This is an optimization exercise on Yosys and OpenROAD, whose aim is a short achievable clock period and few clock cycles, not a production implementation.
RTL that was checked went through simulation tests only; none was proved equivalent to the original.
The clock port is modelled as an ideal driver, which makes a skipped or thinned clock tree look cheaper than it is; a real chip needs a root buffer or a tree.

==> build 39 <==
Design zoom_coproc, start of the top module:
module zoom_coproc(
    input             clk,
    input             rst,
    input      [2:0]  INSTRUCTION,
    input      [7:0]  DATA_IN,
    input      [16:0] MEM_ADDR,
    input             SEL_MEM,
    input             ENABLE,
    output reg [7:0]  DATA_OUT,
    output reg        FLAG_DONE,
    output reg        FLAG_ERROR,
    output            FLAG_ZOOM_MAX,
    output            FLAG_ZOOM_MIN,
    output     [16:0] mem1_rdaddr,
    input      [7:0]  mem1_q,
    output     [16:0] mem1_wraddr,
    output     [7:0]  mem1_wdata,
    output            mem1_wren,
    output     [16:0] mem2_wraddr,
    output     [7:0]  mem2_wdata,
    output            mem2_wren,
    output     [16:0] mem3_rdaddr,
    input      [7:0]  mem3_q,
    output     [16:0] mem3_wraddr,
    output     [7:0]  mem3_wdata,
    output            mem3_wren
);
==> flow/config.mk <==
export PLATFORM = sky130hd
export DESIGN_NAME = zoom_coproc
export DESIGN_NICKNAME = zoom_coproc
export VERILOG_FILES = /design/flow/design.v
export SDC_FILE = /design/flow/constraint.sdc
export NUM_CORES = 4
export LEC_CHECK = 0
export ABC_CLOCK_PERIOD_IN_PS = 1800
export CAP_MARGIN = 20
export CORE_MARGIN = 2
export CORE_UTILIZATION = 40
export SETUP_SLACK_MARGIN = 4.2
export SLEW_MARGIN = 20
export TNS_END_PERCENT = 100
==> flow/constraint.sdc <==
create_clock -name core_clock -period 6.0 [get_ports {clk}]
set_input_delay 1.2000 -clock core_clock [delete_from_list [all_inputs] [get_ports {clk}]]
set_output_delay 1.2000 -clock core_clock [all_outputs]
set_load 0.01 [all_outputs]
standard.sh (not shown) runs the stock make flow with config.mk's settings and CLKGATE_MAP_FILE= SYNTH_SCRIPT=/design/flow/synth_recipe.tcl, a recipe that flattens the netlist after the stock synthesis.
==> flow/flow/run.sh <==
#!/bin/bash
# Own layout flow: the standard flow (standard.sh), except that the clock
# tree is built by flow/mcts.tcl instead of TritonCTS: the clock port drives 4
# clkbuf_16, each drives a group of leaf clkbuf_16, each leaf a compact,
# balanced cluster of about 27 flip-flops (two buffer levels, small skew).
# The rest of the CTS step (placement legalisation, timing repair) is ORFS's.
# Each step's full output goes to its own log file in this folder.
set -euo pipefail
W=$(pwd)
bash standard.sh synth > log_1_synth.txt 2>&1
bash standard.sh floorplan place > log_2_floorplan_place.txt 2>&1
rm -rf "$W/scripts_mcts"
cp -r "$FLOW_HOME/scripts" "$W/scripts_mcts"
python3 - "$W" > log_3_patch.txt 2>&1 <<'PY'
import sys
w = sys.argv[1]
p = w + '/scripts_mcts/cts.tcl'
s = open(p).read()
old = 'log_cmd clock_tree_synthesis {*}$cts_args'
assert old in s
s = s.replace(old, 'source %s/flow/mcts.tcl\n'
                   'mcts_build clk 30 4 sky130_fd_sc_hd__clkbuf_16\n'
                   'global_connect\n'
                   'set_propagated_clock [all_clocks]' % w)
open(p, 'w').write(s)
print('patched', p)
PY
SCRIPTS_DIR="$W/scripts_mcts" bash standard.sh cts > log_4_cts.txt 2>&1
bash standard.sh finish > log_5_finish.txt 2>&1
==> flow/flow/mcts.tcl <==
# Manual two-level clock tree: the clock port drives NL1 first-level
# clkbuf_16 buffers, each drives a group of leaf clkbuf_16 buffers, each leaf
# drives a compact cluster of flip-flop clock pins. Clusters are made by
# recursive median bisection of the sink positions, so they are balanced.

proc mcts_split {pts maxn} {
  # pts: list of {x y item}; returns list of clusters (lists of pts)
  if {[llength $pts] <= $maxn} { return [list $pts] }
  set xs {}; set ys {}
  foreach p $pts { lappend xs [lindex $p 0]; lappend ys [lindex $p 1] }
  set xr [expr {[tcl::mathfunc::max {*}$xs] - [tcl::mathfunc::min {*}$xs]}]
  set yr [expr {[tcl::mathfunc::max {*}$ys] - [tcl::mathfunc::min {*}$ys]}]
  set idx [expr {$xr >= $yr ? 0 : 1}]
  set s [lsort -real -index $idx $pts]
  set h [expr {[llength $s] / 2}]
  return [concat [mcts_split [lrange $s 0 [expr {$h - 1}]] $maxn] [mcts_split [lrange $s $h end] $maxn]]
}

proc mcts_split_n {pts n} {
  # split pts into n (power of two) balanced groups
  if {$n <= 1} { return [list $pts] }
  set xs {}; set ys {}
  foreach p $pts { lappend xs [lindex $p 0]; lappend ys [lindex $p 1] }
  set xr [expr {[tcl::mathfunc::max {*}$xs] - [tcl::mathfunc::min {*}$xs]}]
  set yr [expr {[tcl::mathfunc::max {*}$ys] - [tcl::mathfunc::min {*}$ys]}]
  set idx [expr {$xr >= $yr ? 0 : 1}]
  set s [lsort -real -index $idx $pts]
  set h [expr {[llength $s] / 2}]
  set m [expr {$n / 2}]
  return [concat [mcts_split_n [lrange $s 0 [expr {$h - 1}]] $m] [mcts_split_n [lrange $s $h end] $m]]
}

proc mcts_centroid {pts} {
  set sx 0.0; set sy 0.0
  foreach p $pts { set sx [expr {$sx + [lindex $p 0]}]; set sy [expr {$sy + [lindex $p 1]}] }
  set n [llength $pts]
  return [list [expr {int($sx / $n)}] [expr {int($sy / $n)}]]
}

proc mcts_build {clkport leafmax nl1 bufname} {
  set db [ord::get_db]
  set block [ord::get_db_block]
  set master [$db findMaster $bufname]
  set bt [$block findBTerm $clkport]
  set clknet [$bt getNet]
  set pts {}
  foreach it [$clknet getITerms] {
    set inst [$it getInst]
    set bb [$inst getBBox]
    set x [expr {([$bb xMin] + [$bb xMax]) / 2}]
    set y [expr {([$bb yMin] + [$bb yMax]) / 2}]
    lappend pts [list $x $y $it]
  }
  set clusters [mcts_split $pts $leafmax]
  # round the number of leaves to a multiple of nl1 by grouping
  set leaves {}
  set li 0
  foreach c $clusters {
    set cen [mcts_centroid $c]
    set name "mcts_leaf_$li"
    set inst [odb::dbInst_create $block $master $name]
    $inst setLocation [lindex $cen 0] [lindex $cen 1]
    $inst setPlacementStatus PLACED
    set net [odb::dbNet_create $block "mcts_leafnet_$li"]
    $net setSigType CLOCK
    [$inst findITerm X] connect $net
    foreach p $c {
      set it [lindex $p 2]
      $it disconnect
      $it connect $net
    }
    lappend leaves [list [lindex $cen 0] [lindex $cen 1] $inst]
    incr li
  }
  set groups [mcts_split_n $leaves $nl1]
  set gi 0
  foreach g $groups {
    set cen [mcts_centroid $g]
    set name "mcts_l1_$gi"
    set inst [odb::dbInst_create $block $master $name]
    $inst setLocation [lindex $cen 0] [lindex $cen 1]
    $inst setPlacementStatus PLACED
    set net [odb::dbNet_create $block "mcts_l1net_$gi"]
    $net setSigType CLOCK
    [$inst findITerm X] connect $net
    [$inst findITerm A] connect $clknet
    foreach p $g {
      [[lindex $p 2] findITerm A] connect $net
    }
    incr gi
  }
  $clknet setSigType CLOCK
  puts "MCTS leaves [llength $leaves] l1 [llength $groups] sinks [llength $pts]"
}
==> build 57: changes against build 39 <==
--- a/flow/design.v
+++ b/flow/design.v
@@ -68,31 +68,34 @@
     reg        z_full, z_empty;    
     reg [2:0]  zlev;               
     reg [1:0]  ld_cnt;
     reg        ld_act;
     wire [2:0] czp1 = cz + 3'd1;
     wire [2:0] czm1 = cz - 3'd1;
     reg [1:0]  c_s;             
+    reg [2:0]  c_smask;         
     reg [8:0]  c_bx;            
     reg [7:0]  c_by;
     reg [1:0]  c_k;             
     reg [8:0]  c_ix0;           
     reg [7:0]  c_iy0;
     reg [8:0]  c_iend_m1;       
     reg [8:0]  c_iend_last_m1;  
     reg [7:0]  c_jend_m1;       
     reg        c_sub4;          
     reg [8:0]  c_zx0, c_zx1m1, c_zskip_from_m1, c_zskip_to;
     reg [7:0]  c_zy0, c_zy1m1, c_ziy0m1, c_ziy1;
     reg        in_act;
     reg [1:0]  sub;
     reg        sub_last;
-    reg [8:0]  gi, gim1;
-    reg [7:0]  gj, gjm1;
+    reg [8:0]  gi;
+    reg [7:0]  gj;
     reg        gi_zero, gj_zero, gj_last, i_last;
+    reg [8:0]  srx;             
+    reg [7:0]  sry;
     reg [8:0]  wxi;
     reg [7:0]  wyi;
     reg        z_act;
     reg [8:0]  zx;
     reg [7:0]  zy;
     reg        z_inrow, z_lastrow, z_rowend, z_atskip;
     wire in_last  = sub_last && i_last && gj_last;
@@ -210,14 +213,19 @@
             endcase
             case (nz)
                 3'd2:    c_k <= 2'd2;
                 3'd1:    c_k <= 2'd3;
                 default: c_k <= 2'd1;
             endcase
             c_sub4 <= m_pr || m_ba;
+            case (nz)
+                3'd6:    c_smask <= m_pr ? 3'd1 : 3'd3;
+                3'd7:    c_smask <= m_pr ? 3'd3 : 3'd7;
+                default: c_smask <= m_pr ? 3'd0 : 3'd1;
+            endcase
             if (m_pr) begin
                 c_ix0 <= 9'd0; c_iy0 <= 8'd0;
                 c_iend_m1 <= 9'd158; c_iend_last_m1 <= 9'd117; c_jend_m1 <= 8'd119;
             end else if (m_nh || m_ba) begin
                 case (nz)
                     3'd2:    begin c_ix0 <= 9'd120; c_iy0 <= 8'd90;  c_iend_m1 <= 9'd78;  c_iend_last_m1 <= 9'd78;  c_jend_m1 <= 8'd58;  end
                     3'd1:    begin c_ix0 <= 9'd140; c_iy0 <= 8'd105; c_iend_m1 <= 9'd38;  c_iend_last_m1 <= 9'd38;  c_jend_m1 <= 8'd28;  end
@@ -255,16 +263,18 @@
             if (use_z && z_last) z_act <= 1'b0;
         end
     end
     always @(posedge clk) begin
         if (st == 2'd2) begin
             sub      <= 2'd0;
             sub_last <= !c_sub4;
-            gi       <= 9'd0;   gim1 <= 9'h1ff; gi_zero <= 1'b1; i_last <= 1'b0;
-            gj       <= 8'd0;   gjm1 <= 8'hff;  gj_zero <= 1'b1; gj_last <= 1'b0;
+            gi       <= 9'd0;   gi_zero <= 1'b1; i_last <= 1'b0;
+            gj       <= 8'd0;   gj_zero <= 1'b1; gj_last <= 1'b0;
+            srx      <= c_bx;
+            sry      <= c_by;
             wxi      <= c_ix0;
             wyi      <= c_iy0;
             zx       <= c_zx0;
             zy       <= c_zy0;
             z_inrow  <= 1'b0;
             z_lastrow <= 1'b0;
             z_rowend <= 1'b0;
@@ -274,22 +284,25 @@
                 if (!sub_last) begin
                     sub      <= sub + 2'd1;
                     sub_last <= (sub == 2'd2);
                 end else begin
                     sub      <= 2'd0;
                     sub_last <= !c_sub4;
                     if (!i_last) begin
-                        gi <= gi + 9'd1; gim1 <= gi; gi_zero <= 1'b0;
+                        gi <= gi + 9'd1; gi_zero <= 1'b0;
+                        if (!gi_zero && (gi[2:0] & c_smask) == 3'd0) srx <= srx + 9'd1;
                         wxi <= wxi + 9'd1;
                         i_last <= (gi == (gj_last ? c_iend_last_m1 : c_iend_m1));
                     end else begin
-                        gi <= 9'd0; gim1 <= 9'h1ff; gi_zero <= 1'b1;
+                        gi <= 9'd0; gi_zero <= 1'b1;
+                        srx <= c_bx;
+                        if (!gj_zero && (gj[2:0] & c_smask) == 3'd0) sry <= sry + 8'd1;
                         wxi <= c_ix0;
                         i_last <= 1'b0;
-                        gj <= gj + 8'd1; gjm1 <= gj; gj_zero <= 1'b0;
+                        gj <= gj + 8'd1; gj_zero <= 1'b0;
                         wyi <= wyi + 8'd1;
                         gj_last <= (gj == c_jend_m1);
                     end
                 end
             end
             if (use_z) begin
                 if (z_rowend) begin
@@ -308,65 +321,46 @@
                     zx <= zx + 9'd1;
                     z_rowend <= (zx == c_zx1m1);
                     z_atskip <= z_inrow && (zx == c_zskip_from_m1);
                 end
             end
         end
     end
-    reg [8:0]  ra_offx, rb_x, rc_x;
-    reg [7:0]  ra_offy, rb_y;
-    reg [10:0] rc_y5;
-    reg [8:0]  c_rbx;           
-    reg [7:0]  c_rby;
+    reg [8:0]  ra_x, rb_x;
+    reg [7:0]  ra_y;
+    reg [10:0] rb_y5;
     reg [16:0] rd_addr;
     reg [16:0] r3_addr;
     reg [7:0]  fix_r;
     assign mem1_rdaddr = rd_addr;
     assign mem3_rdaddr = r3_addr;
-    wire [9:0] um1x = m_pr ? {gim1, 1'b1} : {1'b0, gim1};
-    wire [8:0] um1y = m_pr ? {gjm1, 1'b1} : {1'b0, gjm1};
-    reg  [8:0] shx;
-    reg  [7:0] shy;
-    always @(*) begin
-        case (c_s)
-            2'd2:    begin shx = um1x[9:2]; shy = um1y[8:2]; end
-            2'd3:    begin shx = um1x[9:3]; shy = um1y[8:3]; end
-            default: begin shx = um1x[9:1]; shy = um1y[8:1]; end
-        endcase
-    end
     reg  [8:0] kx;
     reg  [7:0] ky;
     always @(*) begin
         case (c_k)
             2'd2:    begin kx = {gi[6:0], sub[0], 1'b0};  ky = {gj[5:0], sub[1], 1'b0};  end
             2'd3:    begin kx = {gi[5:0], sub[0], 2'b00}; ky = {gj[4:0], sub[1], 2'b00}; end
             default: begin kx = {gi[7:0], sub[0]};        ky = {gj[6:0], sub[1]};        end
         endcase
     end
     always @(posedge clk) begin
-        if (st == 2'd2) begin
-            c_rbx <= (m_nhi || m_pr) ? c_bx : 9'd0;
-            c_rby <= (m_nhi || m_pr) ? c_by : 8'd0;
-        end
         if (m_nhi || m_pr) begin
-            ra_offx <= gi_zero ? 9'd0 : shx;
-            ra_offy <= gj_zero ? 8'd0 : shy;
+            ra_x <= srx;
+            ra_y <= sry;
         end else if (m_nh || m_ba) begin
-            ra_offx <= kx;
-            ra_offy <= ky;
+            ra_x <= kx;
+            ra_y <= ky;
         end else begin
-            ra_offx <= gi;
-            ra_offy <= gj;
+            ra_x <= gi;
+            ra_y <= gj;
         end
-        rb_x <= c_rbx + ra_offx;
-        rb_y <= c_rby + ra_offy;
-        rc_y5 <= {1'b0, rb_y, 2'b00} + {3'b000, rb_y};
-        rc_x  <= rb_x;
+        rb_y5 <= {1'b0, ra_y, 2'b00} + {3'b000, ra_y};
+        rb_x  <= ra_x;
         if (eng) begin
-            rd_addr <= {rc_y5 + {8'd0, rc_x[8:6]}, rc_x[5:0]};
+            rd_addr <= {rb_y5 + {8'd0, rb_x[8:6]}, rb_x[5:0]};
             r3_addr <= 17'd76799;
             fix_r   <= mem3_q;
         end else begin
             rd_addr <= MEM_ADDR;
             r3_addr <= MEM_ADDR;
         end
     end
@@ -450,24 +444,29 @@
         wc_w3 <= wb_w3; wc_w2 <= wb_w2; wc_kind <= wb_kind; wc_dop <= wb_dop;
         wc_addr <= {wb_y5 + {8'd0, wb_x[8:6]}, wb_x[5:0]};
         wd_w3 <= wc_w3; wd_w2 <= wc_w2; wd_kind <= wc_kind; wd_dop <= wc_dop; wd_addr <= wc_addr;
         we_w3 <= wd_w3; we_w2 <= wd_w2; we_kind <= wd_kind; we_dop <= wd_dop; we_addr <= wd_addr;
         wf_w3 <= we_w3; wf_w2 <= we_w2; wf_kind <= we_kind; wf_dop <= we_dop; wf_addr <= we_addr;
         wg_w3 <= wf_w3; wg_w2 <= wf_w2; wg_kind <= wf_kind; wg_dop <= wf_dop; wg_addr <= wf_addr;
     end
+    reg [9:0]  sum_r;
+    reg [7:0]  q2_r;
     wire [9:0] sum = acc + {2'b00, q1_r};
+    always @(posedge clk) begin
+        q1_r  <= mem1_q;
+        acc   <= (wf_dop == D_LOAD) ? {2'b00, q1_r} : sum;
+        sum_r <= sum;
+        q2_r  <= q1_r;
+    end
     always @(*) begin
         case (wg_kind)
-            K_DATA:  wdata_nx = q1_r;
-            K_AVG:   wdata_nx = sum[9:2];
+            K_DATA:  wdata_nx = q2_r;
+            K_AVG:   wdata_nx = sum_r[9:2];
             K_ZERO:  wdata_nx = 8'd0;
             default: wdata_nx = fix_r;
         endcase
     end
     always @(posedge clk) begin
-        q1_r <= mem1_q;
-        if (wg_dop == D_LOAD) acc <= {2'b00, q1_r};
-        else if (wg_dop == D_ACC) acc <= sum;
         w_addr <= wg_addr;
         w_data <= wdata_nx;
     end
 endmodule
==> flow/flow/run.sh (replaced) <==
#!/bin/bash
# Own layout flow: the standard flow (standard.sh), except that the clock
# tree is built by flow/mcts.tcl instead of TritonCTS: the clock port drives 4
# clkbuf_16, each drives a group of leaf clkbuf_8, each leaf a compact,
# balanced cluster of at most 18 flip-flops (two buffer levels, small skew).
# Output-port buffers become buf_8 and the flip-flops driving them dfxtp_4.
# The rest of the CTS step (placement legalisation, timing repair) is ORFS's.
# Each step's full output goes to its own log file in this folder.
set -euo pipefail
W=$(pwd)
bash standard.sh synth > log_1_synth.txt 2>&1
bash standard.sh floorplan place > log_2_floorplan_place.txt 2>&1
rm -rf "$W/scripts_mcts"
cp -r "$FLOW_HOME/scripts" "$W/scripts_mcts"
python3 - "$W" > log_3_patch.txt 2>&1 <<'PY'
import sys
w = sys.argv[1]
p = w + '/scripts_mcts/cts.tcl'
s = open(p).read()
old = 'log_cmd clock_tree_synthesis {*}$cts_args'
assert old in s
s = s.replace(old, 'source %s/flow/mcts.tcl\n'
                   'mcts_build clk 18 4 sky130_fd_sc_hd__clkbuf_16 sky130_fd_sc_hd__clkbuf_8\n'
                   'mcts_upsize_outputs sky130_fd_sc_hd__buf_8\n'
                   'global_connect\n'
                   'set_propagated_clock [all_clocks]' % w)
open(p, 'w').write(s)
print('patched', p)
PY
SCRIPTS_DIR="$W/scripts_mcts" bash standard.sh cts > log_4_cts.txt 2>&1
bash standard.sh finish > log_5_finish.txt 2>&1
--- a/flow/flow/mcts.tcl
+++ b/flow/flow/mcts.tcl
@@ -1,9 +1,9 @@
 # Manual two-level clock tree: the clock port drives NL1 first-level
-# clkbuf_16 buffers, each drives a group of leaf clkbuf_16 buffers, each leaf
+# clkbuf_16 buffers, each drives a group of leaf buffers, each leaf
 # drives a compact cluster of flip-flop clock pins. Clusters are made by
 # recursive median bisection of the sink positions, so they are balanced.
 
 proc mcts_split {pts maxn} {
   # pts: list of {x y item}; returns list of clusters (lists of pts)
   if {[llength $pts] <= $maxn} { return [list $pts] }
   set xs {}; set ys {}
@@ -33,18 +33,20 @@
 proc mcts_centroid {pts} {
   set sx 0.0; set sy 0.0
   foreach p $pts { set sx [expr {$sx + [lindex $p 0]}]; set sy [expr {$sy + [lindex $p 1]}] }
   set n [llength $pts]
   return [list [expr {int($sx / $n)}] [expr {int($sy / $n)}]]
 }
 
-proc mcts_build {clkport leafmax nl1 bufname} {
+proc mcts_build {clkport leafmax nl1 bufname {leafbuf ""}} {
   set db [ord::get_db]
   set block [ord::get_db_block]
   set master [$db findMaster $bufname]
+  if {$leafbuf eq ""} { set leafbuf $bufname }
+  set lmaster [$db findMaster $leafbuf]
   set bt [$block findBTerm $clkport]
   set clknet [$bt getNet]
   set pts {}
   foreach it [$clknet getITerms] {
     set inst [$it getInst]
     set bb [$inst getBBox]
     set x [expr {([$bb xMin] + [$bb xMax]) / 2}]
@@ -54,15 +56,15 @@
   set clusters [mcts_split $pts $leafmax]
   # round the number of leaves to a multiple of nl1 by grouping
   set leaves {}
   set li 0
   foreach c $clusters {
     set cen [mcts_centroid $c]
     set name "mcts_leaf_$li"
-    set inst [odb::dbInst_create $block $master $name]
+    set inst [odb::dbInst_create $block $lmaster $name]
     $inst setLocation [lindex $cen 0] [lindex $cen 1]
     $inst setPlacementStatus PLACED
     set net [odb::dbNet_create $block "mcts_leafnet_$li"]
     $net setSigType CLOCK
     [$inst findITerm X] connect $net
     foreach p $c {
       set it [lindex $p 2]
@@ -88,7 +90,31 @@
       [[lindex $p 2] findITerm A] connect $net
     }
     incr gi
   }
   $clknet setSigType CLOCK
   puts "MCTS leaves [llength $leaves] l1 [llength $groups] sinks [llength $pts]"
 }
+
+# Upsize each output port's buffer and the flip-flop that drives it: the
+# paths to the outputs are the slowest in the design.
+proc mcts_upsize_outputs {bufcell} {
+  set n 0
+  foreach port [get_ports -quiet *] {
+    if {[get_property $port direction] ne "output"} { continue }
+    foreach drv [get_pins -quiet -of_objects [get_nets -of_objects $port] -filter "direction == output"] {
+      set buf [get_cells -of_objects $drv]
+      if {![string match "sky130_fd_sc_hd__buf_*" [get_property $buf ref_name]]} { continue }
+      replace_cell $buf $bufcell
+      incr n
+      set in [get_pins -of_objects $buf -filter "direction == input"]
+      foreach fdrv [get_pins -quiet -of_objects [get_nets -of_objects $in] -filter "direction == output"] {
+        set ff [get_cells -of_objects $fdrv]
+        set ref [get_property $ff ref_name]
+        if {[regexp {^sky130_fd_sc_hd__dfxtp_[0-9]+$} $ref]} {
+          replace_cell $ff sky130_fd_sc_hd__dfxtp_4
+        }
+      }
+    }
+  }
+  puts "MCTS upsized $n output buffers"
+}
==> flow/config.mk (replaced) <==
export PLATFORM = sky130hd
export DESIGN_NAME = zoom_coproc
export DESIGN_NICKNAME = zoom_coproc
export VERILOG_FILES = /design/flow/design.v
export SDC_FILE = /design/flow/constraint.sdc
export NUM_CORES = 4
export LEC_CHECK = 0
export ABC_CLOCK_PERIOD_IN_PS = 1800
export CAP_MARGIN = 20
export CORE_MARGIN = 2
export CORE_UTILIZATION = 55
export SETUP_SLACK_MARGIN = 4.2
export SLEW_MARGIN = 20
export TNS_END_PERCENT = 100
==> notes.md <==
Area after synthesis: build 39 is larger than build 57 (about 6%). Build 39 passed the timing, design-rule and antenna checks. Build 57 did not get past clock tree synthesis (4_1_cts). In build 39 the synthesized cell count is larger than in build 57, by about 11%.
==> figures <==
| metric | build 57 | build 39 |
|---|---|---|
| Die width | 191 um | 230 um |
| Area after DPL | 21400 sq um | 22700 sq um |
| Post-synthesis xor/xnor area fraction | 5.35% | 4.71% |
| Die Height | 191 um | 230 um |
| Post-synthesis mux area share | 3.48% | 2.71% |
| Distinct cells, synth | 57 | 71 |
| Post-placement setup slack | 3.36 ns | 3.16 ns |
| Top-area cell type share of the netlist area | 44.6% | 43.4% |
| Syn Nets | 1786 | 1986 |
| Number of enable-type register cells in the synthesized netlist | 125 | 120 |
| Synthesized-area fraction occupied by and/or/nand/nor cells | 12.6% | 14.3% |
| Status | did not finish | no timing/DRC/antenna violations |
| Stage where the flow stopped | clock tree synthesis (4_1_cts) | - |
| Synthesized flop and latch total | 556 | 563 |
| Detailed Place HPWL | 25.9 mm | 30.9 mm |
Testbench counts of build 57, summed over its fixed seeds: cycles 6,516,036.
For build 39, only the layout was checked, not whether the RTL still works. The clock cells of build 39 come from the design's own scripts or RTL, not from TritonCTS.

==> port drivers added, routing unchanged <==
The results above use ideal ports. As a check the final layout listed here was re-extracted and re-timed, cells and wires unchanged. Step 1: set_driving_cell puts a clkbuf_16 on clk and a buf_2 on each other input, an assumption about the parent block. Step 2 moves the port delays by t, midway between the first and last clock arrival at a register: inputs arrive t later, outputs are due t later. That takes back most of the time a late clock gives input paths. a / b / c = no drivers / after step 1 / after step 2; a / b = the first two.
run: build 39
t, ns: 0.480
setup WS [ns]: 3.901 / 3.880 / 3.754
pins driven straight from the clock port: 4
After both steps setup and hold are still met in build 39. The setup slack of build 39 moves by -0.021 ns with the drivers and by -0.147 ns with both steps.
